Context: an optimization exercise on an open-source flow, tuned for small area. The choices shown serve that exercise and are no tape-out recipe.
RTL that was checked went through simulation tests only; none was proved equivalent to the original.
No driver is modelled on the clock port, so clock power and skew are understated where the tree is cut down; a real chip needs a root buffer or a tree.
Power is estimated from default activity; no workload was simulated.

04-01:
Design SPI, start of the top module:
module SPI #(parameter spi_count = 32, parameter clk_count = 5, parameter pi_count = 256) (clk_in, reset, s_d_tx, cs_tx, clk_tx, s_d_rx, cs_rx, clk_rx, rx_data, debug_rx_state, debug_error, debug_rx_done, debug_rx_counter, debug_tx_done, debug_tx_state, debug_tx_counter, debug_divided_clk);
Settings: LEC_CHECK=0, CAP_MARGIN=20, CORE_MARGIN=2, CORE_UTILIZATION=40, PLACE_DENSITY=0.6, SLEW_MARGIN=20, SYNTH_HIERARCHICAL=1; clock period 8.0 ns.
standard.sh (not shown) runs the stock make flow with config.mk's settings and CLKGATE_MAP_FILE= SYNTH_SCRIPT=/design/flow/synth_recipe.tcl, a recipe that flattens the netlist after the stock synthesis.
==> flow/flow/run.sh <==
#!/bin/bash
export SKIP_REPAIR_TIE_FANOUT=1
export BUFFER_PORTS_ARGS="-buffer_cell sky130_fd_sc_hd__buf_1"
export CTS_ARGS="-sink_clustering_enable -repair_clock_nets -dont_use_dummy_load -root_buf sky130_fd_sc_hd__clkbuf_8 -buf_list sky130_fd_sc_hd__clkbuf_4"
bash standard.sh > standard.log 2>&1
Here is what was changed in the inputs of 04-06 compared with 04-01.
==> flow/flow/run.sh <==
#!/bin/bash
export SKIP_REPAIR_TIE_FANOUT=1
export BUFFER_PORTS_ARGS="-buffer_cell sky130_fd_sc_hd__buf_1"
export CTS_ARGS="-sink_clustering_enable -repair_clock_nets -dont_use_dummy_load -buf_list {sky130_fd_sc_hd__clkbuf_4 sky130_fd_sc_hd__clkbuf_8}"
bash standard.sh > standard.log 2>&1
==> run notes <==
04-06 was carried through to the last stage, and its layout satisfied the timing, DRC and antenna checks.
Diff 04-01..04-06 | register-to-register slack | negligible
Reported for 04-06 and 04-01, critical path depth turned out identical to the last digit.
Reported for 04-06 and 04-01, post-detailed-routing wire length turned out identical to the last digit.
From 04-01 to 04-06, utilization did not move at all.
~same number of flops mapped to enable cells by yosys in 04-06 and 04-01
Diff 04-01 -> 04-06: DRC violation count after routing closely matched the old numbers; number of combinational gates with multiple inputs closely matched the old numbers; setup slack after layout closely matched the old numbers.
From 04-01 to 04-06, synthesized area did not move at all.
As far as global-route wire length before repair is concerned, 04-01 and 04-06 perform about the same.
Comparing 04-01 with 04-06, the post-synthesis simple-gate area fraction came out essentially unchanged.
No functional check of the RTL was part of any run of this note.


SPI, a different RTL version from the one above (not shown whole).
Size in the first run: about 110 I/O pins, ~3700 sq um of cells after synthesis.
==> flow/config.mk <==
export PLATFORM = sky130hd
export DESIGN_NAME = SPI
export DESIGN_NICKNAME = SPI
export VERILOG_FILES = /design/flow/design.v
export SDC_FILE = /design/flow/constraint.sdc
export NUM_CORES = 4
export LEC_CHECK = 0
export CAP_MARGIN = 20
export CORE_MARGIN = 2
export CORE_UTILIZATION = 40
export PLACE_DENSITY = 0.6
export SLEW_MARGIN = 20
==> flow/constraint.sdc <==
create_clock -name core_clock -period 8.0 [get_ports {clk_in}]
set_input_delay 1.6000 -clock core_clock [delete_from_list [all_inputs] [get_ports {clk_in}]]
set_output_delay 1.6000 -clock core_clock [all_outputs]
set_load 0.01 [all_outputs]
==> flow/flow/run.sh <==
#!/bin/bash
# The standard layout (standard.sh), with these changes:
#  - synthesis: the same script (synth_recipe.tcl), but ABC maps the logic with
#    an area-oriented script (flow/abc_area.script) and Yosys's half/full adder
#    extraction is skipped, so ABC maps adders together with the other logic.
#    Registers are untouched: they are mapped before ABC runs.
#  - one shared tie cell for the constant-0 outputs (no per-load tie cloning),
#  - port buffers use the smallest buffer, sky130_fd_sc_hd__buf_1,
#  - clock tree: a root clock buffer and a few leaf clock buffers, one per
#    group of nearby registers (flow/cts_hook.tcl, flow/mytree.tcl), in place
#    of TritonCTS.
set -euo pipefail
W=$(pwd)
cat > my_synth.tcl <<EOT
proc abc {args} {
  set i [lsearch -exact \$args -script]
  if {\$i >= 0} { set args [lreplace \$args [expr {\$i+1}] [expr {\$i+1}] $W/flow/abc_area.script] }
  yosys abc {*}\$args
}
proc extract_fa {args} { }
source $W/synth_recipe.tcl
EOT
sed "s|SYNTH_SCRIPT=[^ ]*|SYNTH_SCRIPT=$W/my_synth.tcl|" standard.sh > my_standard.sh
export SKIP_REPAIR_TIE_FANOUT=1
export BUFFER_PORTS_ARGS="-buffer_cell sky130_fd_sc_hd__buf_1"
export PRE_CTS_TCL=$W/flow/cts_hook.tcl
export MY_CTS_LEAVES=6
export CTS_ARGS="-sink_clustering_enable -repair_clock_nets -dont_use_dummy_load -root_buf sky130_fd_sc_hd__clkbuf_8 -buf_list sky130_fd_sc_hd__clkbuf_4"
bash my_standard.sh > standard.log 2>&1
==> flow/flow/cts_hook.tcl <==
# Replaces TritonCTS: the clock port drives one root clock buffer, which
# drives MY_CTS_LEAVES leaf clock buffers, each driving the clock pins of one
# group of nearby registers (k-means on their placed positions).
source [file join [file dirname [info script]] mytree.tcl]
proc clock_tree_synthesis {args} {
  my_clock_tree $::env(MY_CTS_LEAVES) sky130_fd_sc_hd__clkbuf_8 sky130_fd_sc_hd__clkbuf_8
  set_propagated_clock [all_clocks]
}
==> flow/flow/mytree.tcl <==
# Clock tree: the clock port drives NB sky130_fd_sc_hd__clkbuf_8 buffers,
# each driving the clock pins of one group of registers (split by position).
proc my_clock_tree {nb cell rootcell} {
  set db [ord::get_db]
  set block [ord::get_db_block]
  set clk_net [$block findNet clk_in]
  set master [$db findMaster $cell]
  set sinks {}
  set its [$clk_net getITerms]
  foreach it $its {
    set inst [$it getInst]
    set loc [$inst getLocation]
    lappend sinks [list [lindex $loc 0] [lindex $loc 1] $it]
  }
  set n [llength $sinks]
  # root buffer at the centre of the registers, driven by the clock port
  set sx 0; set sy 0
  foreach s $sinks { incr sx [lindex $s 0]; incr sy [lindex $s 1] }
  set root [odb::dbInst_create $block [$db findMaster $rootcell] "clkbuf_my_root"]
  $root setLocation [expr {$sx / $n}] [expr {$sy / $n}]
  $root setPlacementStatus PLACED
  set root_net [odb::dbNet_create $block "clknet_my_root"]
  $root_net setSigType CLOCK
  [$root findITerm A] connect $clk_net
  [$root findITerm X] connect $root_net
  # k-means on the register positions (seeded by y-bands)
  set sinks [lsort -integer -index 1 $sinks]
  set cent {}
  for {set g 0} {$g < $nb} {incr g} {
    set s [lindex $sinks [expr {(2 * $g + 1) * $n / (2 * $nb)}]]
    lappend cent [list [lindex $s 0] [lindex $s 1]]
  }
  for {set iter 0} {$iter < 30} {incr iter} {
    set groups {}
    for {set g 0} {$g < $nb} {incr g} { lappend groups {} }
    foreach s $sinks {
      set best 0; set bd -1
      for {set g 0} {$g < $nb} {incr g} {
        set c [lindex $cent $g]
        set d [expr {abs([lindex $s 0] - [lindex $c 0]) + abs([lindex $s 1] - [lindex $c 1])}]
        if {$bd < 0 || $d < $bd} { set bd $d; set best $g }
      }
      lset groups $best [concat [lindex $groups $best] [list $s]]
    }
    set cent {}
    foreach grp $groups {
      set sx 0; set sy 0
      foreach s $grp { incr sx [lindex $s 0]; incr sy [lindex $s 1] }
      set m [expr {max(1, [llength $grp])}]
      lappend cent [list [expr {$sx / $m}] [expr {$sy / $m}]]
    }
  }
  for {set g 0} {$g < $nb} {incr g} {
    set grp [lindex $groups $g]
    if {[llength $grp] == 0} continue
    set cx [lindex $cent $g 0]; set cy [lindex $cent $g 1]
    set buf [odb::dbInst_create $block $master "clkbuf_my_$g"]
    $buf setLocation $cx $cy
    $buf setPlacementStatus PLACED
    set net [odb::dbNet_create $block "clknet_my_$g"]
    $net setSigType CLOCK
    foreach s $grp { set it [lindex $s 2]; $it disconnect; $it connect $net }
    [$buf findITerm A] connect $root_net
    [$buf findITerm X] connect $net
    puts "clock group $g: [llength $grp] sinks, buffer at $cx $cy"
  }
}
Other scripts of this flow, unchanged in this note and not shown: flow/flow/abc_area.script
Next try:
--- a/flow/flow/run.sh
+++ b/flow/flow/run.sh
@@ -26,3 +26,4 @@
 export PRE_CTS_TCL=$W/flow/cts_hook.tcl
-export MY_CTS_LEAVES=6
+export MY_CTS_LEAVES=5
+export MY_CTS_ROOT=sky130_fd_sc_hd__clkbuf_2
 export CTS_ARGS="-sink_clustering_enable -repair_clock_nets -dont_use_dummy_load -root_buf sky130_fd_sc_hd__clkbuf_8 -buf_list sky130_fd_sc_hd__clkbuf_4"
--- a/flow/flow/cts_hook.tcl
+++ b/flow/flow/cts_hook.tcl
@@ -5,3 +5,3 @@
 proc clock_tree_synthesis {args} {
-  my_clock_tree $::env(MY_CTS_LEAVES) sky130_fd_sc_hd__clkbuf_8 sky130_fd_sc_hd__clkbuf_8
+  my_clock_tree $::env(MY_CTS_LEAVES) sky130_fd_sc_hd__clkbuf_8 $::env(MY_CTS_ROOT)
   set_propagated_clock [all_clocks]
--- a/flow/flow/mytree.tcl
+++ b/flow/flow/mytree.tcl
@@ -15,12 +15,15 @@
   set n [llength $sinks]
-  # root buffer at the centre of the registers, driven by the clock port
-  set sx 0; set sy 0
-  foreach s $sinks { incr sx [lindex $s 0]; incr sy [lindex $s 1] }
-  set root [odb::dbInst_create $block [$db findMaster $rootcell] "clkbuf_my_root"]
-  $root setLocation [expr {$sx / $n}] [expr {$sy / $n}]
-  $root setPlacementStatus PLACED
-  set root_net [odb::dbNet_create $block "clknet_my_root"]
-  $root_net setSigType CLOCK
-  [$root findITerm A] connect $clk_net
-  [$root findITerm X] connect $root_net
+  if {$rootcell eq "none"} {
+    set root_net $clk_net
+  } else {
+    set sx 0; set sy 0
+    foreach s $sinks { incr sx [lindex $s 0]; incr sy [lindex $s 1] }
+    set root [odb::dbInst_create $block [$db findMaster $rootcell] "clkbuf_my_root"]
+    $root setLocation [expr {$sx / $n}] [expr {$sy / $n}]
+    $root setPlacementStatus PLACED
+    set root_net [odb::dbNet_create $block "clknet_my_root"]
+    $root_net setSigType CLOCK
+    [$root findITerm A] connect $clk_net
+    [$root findITerm X] connect $root_net
+  }
   # k-means on the register positions (seeded by y-bands)
- CORE_UTILIZATION: 40 -> 65
- PLACE_DENSITY: 0.6 -> 0.85
Die area is lower by about 37%.
Register-to-register slack gets better by 0.05 ns.
Final area came out lower by 1.9%.
Clock power goes down by 14%.
Setup slack degrades by 0.067 ns.
Wire length decreases by 8.2%.
Final cell count fell by 8.4%.
Sequential share of layout area rose by 1.0 points.
Worst hold slack gets better by 0.015 ns.
Next try:
--- a/flow/flow/run.sh
+++ b/flow/flow/run.sh
@@ -27,3 +27,2 @@
 export MY_CTS_LEAVES=5
-export MY_CTS_ROOT=sky130_fd_sc_hd__clkbuf_2
 export CTS_ARGS="-sink_clustering_enable -repair_clock_nets -dont_use_dummy_load -root_buf sky130_fd_sc_hd__clkbuf_8 -buf_list sky130_fd_sc_hd__clkbuf_4"
--- a/flow/flow/cts_hook.tcl
+++ b/flow/flow/cts_hook.tcl
@@ -5,3 +5,3 @@
 proc clock_tree_synthesis {args} {
-  my_clock_tree $::env(MY_CTS_LEAVES) sky130_fd_sc_hd__clkbuf_8 $::env(MY_CTS_ROOT)
+  my_clock_tree $::env(MY_CTS_LEAVES) sky130_fd_sc_hd__clkbuf_8 sky130_fd_sc_hd__clkbuf_8
   set_propagated_clock [all_clocks]
--- a/flow/flow/mytree.tcl
+++ b/flow/flow/mytree.tcl
@@ -15,15 +15,12 @@
   set n [llength $sinks]
-  if {$rootcell eq "none"} {
-    set root_net $clk_net
-  } else {
-    set sx 0; set sy 0
-    foreach s $sinks { incr sx [lindex $s 0]; incr sy [lindex $s 1] }
-    set root [odb::dbInst_create $block [$db findMaster $rootcell] "clkbuf_my_root"]
-    $root setLocation [expr {$sx / $n}] [expr {$sy / $n}]
-    $root setPlacementStatus PLACED
-    set root_net [odb::dbNet_create $block "clknet_my_root"]
-    $root_net setSigType CLOCK
-    [$root findITerm A] connect $clk_net
-    [$root findITerm X] connect $root_net
-  }
+  # root buffer at the centre of the registers, driven by the clock port
+  set sx 0; set sy 0
+  foreach s $sinks { incr sx [lindex $s 0]; incr sy [lindex $s 1] }
+  set root [odb::dbInst_create $block [$db findMaster $rootcell] "clkbuf_my_root"]
+  $root setLocation [expr {$sx / $n}] [expr {$sy / $n}]
+  $root setPlacementStatus PLACED
+  set root_net [odb::dbNet_create $block "clknet_my_root"]
+  $root_net setSigType CLOCK
+  [$root findITerm A] connect $clk_net
+  [$root findITerm X] connect $root_net
   # k-means on the register positions (seeded by y-bands)
Power rose by 1.1%.
Routed wire length is about the same.
Sequential cell count does not change.
Setup slack is better by 0.13 ns.
Clock power goes up by about 4%.
Clock skew is about the same.
In every run of this note, the design's own scripts or RTL, not TritonCTS, make the clock network.

==> what the ideal ports hide <==
Ports are ideal in the flow. The routed layouts listed here were re-timed in OpenROAD. Step 1: set_driving_cell puts a clkbuf_16 on clk_in and a buf_2 on each other input, an assumption about the parent block. Step 2 moves the port delays by t, midway between the first and last clock arrival at a register: inputs arrive t later, outputs are due t later. That takes back most of the time a late clock gives input paths. a / b / c = ideal / step 1 / step 2; a / b = the first two.
run	t, ns	setup WS [ns]	worst setup path after step 2	worst register clock-pin slew, ns
04-01	0.372	4.109 / 4.082 / 4.455	register to output	0.11 / 0.11
04-06	0.372	4.109 / 4.082 / 4.455	register to output	0.11 / 0.11
the first run of note 2	0.371	4.539 / 4.508 / 4.797	input to register	0.11 / 0.11
the second run of note 2	0.485	4.472 / 4.444 / 4.650	input to register	0.12 / 0.12
the third run of note 2	0.365	4.598 / 4.567 / 4.647	input to register	0.12 / 0.12
After both steps every run listed still meets setup and hold.
